Background: an optimization exercise with open tools, aiming at small area. Do not read the settings as production practice. In this exercise RTL edits were held to simulation tests only and were not proved equivalent to the original.

the reference run:
// gaussian_blur
module gaussian_blur #(
   parameter PIXEL_DEPTH = 8,
   parameter KERNEL_SIZE = 7,
   parameter PPC = 1
) (
   input bit clk,
   input bit rst_n,
   input logic [KERNEL_SIZE*(KERNEL_SIZE+PPC-1)*PIXEL_DEPTH-1:0] in_data,
   output logic [PIXEL_DEPTH-1:0] out_pixel
);
Size: roughly 8 flip-flops, ~400 I/O pins, roughly 9900 um^2 of cells after synthesis.
export LEC_CHECK = 0
export CAP_MARGIN = 20
export CORE_MARGIN = 2
export CORE_UTILIZATION = 65
export CTS_BUF_LIST = sky130_fd_sc_hd__clkbuf_2
export SLEW_MARGIN = 20
export SYNTH_HIERARCHICAL = 1
export SYNTH_MINIMUM_KEEP_SIZE = 0
create_clock -name core_clock -period 16.0 [get_ports {clk}]
standard.sh (not shown) runs the stock make flow with config.mk's settings and CLKGATE_MAP_FILE= SYNTH_SCRIPT=/design/flow/synth_recipe.tcl, a recipe that flattens the netlist after the stock synthesis.
==> flow/flow/run.sh <==
#!/bin/bash
set -euo pipefail
export BUFFER_PORTS_ARGS="-buffer_cell sky130_fd_sc_hd__buf_1"
bash standard.sh > standard_flow.log 2>&1
Edits applied to the flow inputs when going from the reference run to the trial run:
- CTS_CLUSTER_SIZE now 16, previously not set
- CORE_UTILIZATION now 40, was 65
==> flow/flow/run.sh <==
#!/bin/bash
# The standard layout, with two changes: the port buffers use the smallest buffer cell,
# and after placement resizing every logic cell goes back to drive strength 1.
set -euo pipefail
export BUFFER_PORTS_ARGS="-buffer_cell sky130_fd_sc_hd__buf_1"
export POST_RESIZE_TCL="$(pwd)/flow/downsize.tcl"
bash standard.sh > standard_flow.log 2>&1
==> flow/flow/downsize.tcl (new file) <==
# After placement resizing: put every logic cell back to its smallest drive strength.
# Later timing repair (after CTS and global routing) sizes up whatever needs it.
set db [ord::get_db]
set n 0
foreach inst [[ord::get_db_block] getInsts] {
  set m [[$inst getMaster] getName]
  if { [regexp {^(sky130_fd_sc_hd__[a-z0-9]+)_([0-9]+)$} $m -> base drv] && $drv > 1
       && ![string match "*clk*" $base] && ![string match "*tap*" $base]
       && ![string match "*dly*" $base] } {
    if { [$db findMaster ${base}_1] ne "NULL" } {
      replace_cell [$inst getName] ${base}_1
      incr n
    }
  }
}
puts "downsize: $n cells set to drive strength 1"
Notes after the runs:
- The trial run: flow completed, timing, DRC and antenna clean
- The trial run ends up with a final critical-path required period that is 0.15 ns lower than in the reference run.
- Summary of the trial run over the reference run: core occupancy in the finished layout lost 29 points, number of violations of the max-capacitance limit neither gained nor lost much.
- In the trial run, wire length on met1 is higher than in the reference run.
- Number of input and output port buffers inserted delta (the trial run -> the reference run): insignificant

gaussian_blur, a different RTL version from the one above (not shown whole).
Settings: LEC_CHECK=0, CAP_MARGIN=20, CORE_MARGIN=2, CORE_UTILIZATION=40, CTS_BUF_LIST=sky130_fd_sc_hd__clkbuf_2, SLEW_MARGIN=20, SYNTH_HIERARCHICAL=1, SYNTH_MINIMUM_KEEP_SIZE=0; clock period 16.0 ns.
run.sh (not shown) runs the stock make flow with config.mk's settings and CLKGATE_MAP_FILE= SYNTH_SCRIPT=/design/flow/synth_recipe.tcl, a recipe that flattens the netlist after the stock synthesis.
Stock flow here: none of the scripts above is used.
Edit:
==> flow/flow/run.sh (new file) <==
#!/bin/bash
set -euo pipefail
export BUFFER_PORTS_ARGS="-buffer_cell sky130_fd_sc_hd__buf_1"
bash standard.sh > standard_flow.log 2>&1
==> flow/standard.sh (new file) <==
#!/bin/bash
# synth_recipe.tcl (not shown) runs the flow's synth.tcl, then flattens the netlist and writes it again
# the make line also repeats each setting of config.mk as NAME=value (left out here)
make -C /OpenROAD-flow-scripts/flow DESIGN_CONFIG=/design/flow/config.mk WORK_HOME=/design/flow/orfs CLKGATE_MAP_FILE= SYNTH_SCRIPT=/design/flow/synth_recipe.tcl "${@:-finish}"
removed: flow/run.sh
Die area does not change.
Worst setup slack is better by 0.48 ns.
Global-route usage fell by 3.1 points.
Final area drops by about 17%.
Final cell count barely changes.
Clock-buffer cell count does not change.

[port drivers added, routing unchanged]
The flow's constraints put no driver on any port. The routed layouts listed below were extracted and timed again, unchanged, in two steps.
Step 1 (the two cells are an assumption about what drives the block):
set clk [get_ports {clk}]
set_driving_cell -lib_cell sky130_fd_sc_hd__clkbuf_16 $clk
set_driving_cell -lib_cell sky130_fd_sc_hd__buf_2 [delete_from_list [all_inputs] $clk]
Step 2, shift: input delay + t, output delay - t, t = (earliest + latest rising clock arrival at the registers) / 2. This alone moves slack from input paths to output paths.
Slacks: no drivers / after step 1 / after step 2; pairs: no drivers / after step 1.
run | t (ns) | setup WS [ns] | hold WS [ns]
the reference run | 0.240 | 0.324 / 0.319 / 0.079 | 3.355 / 3.356 / 3.596
the trial run | 0.248 | 0.475 / 0.463 / 0.215 | 3.331 / 3.332 / 3.580
the first run of note 2 | 0.254 | 1.233 / 1.219 / 0.965 | 3.665 / 3.674 / 3.928
the second run of note 2 | 0.243 | 1.717 / 1.707 / 1.464 | 3.318 / 3.322 / 3.565
After both steps every run listed still meets setup and hold. The setup slack of the first run of note 2, which loses most, moves by -0.014 ns with the drivers and by -0.268 ns with both steps.
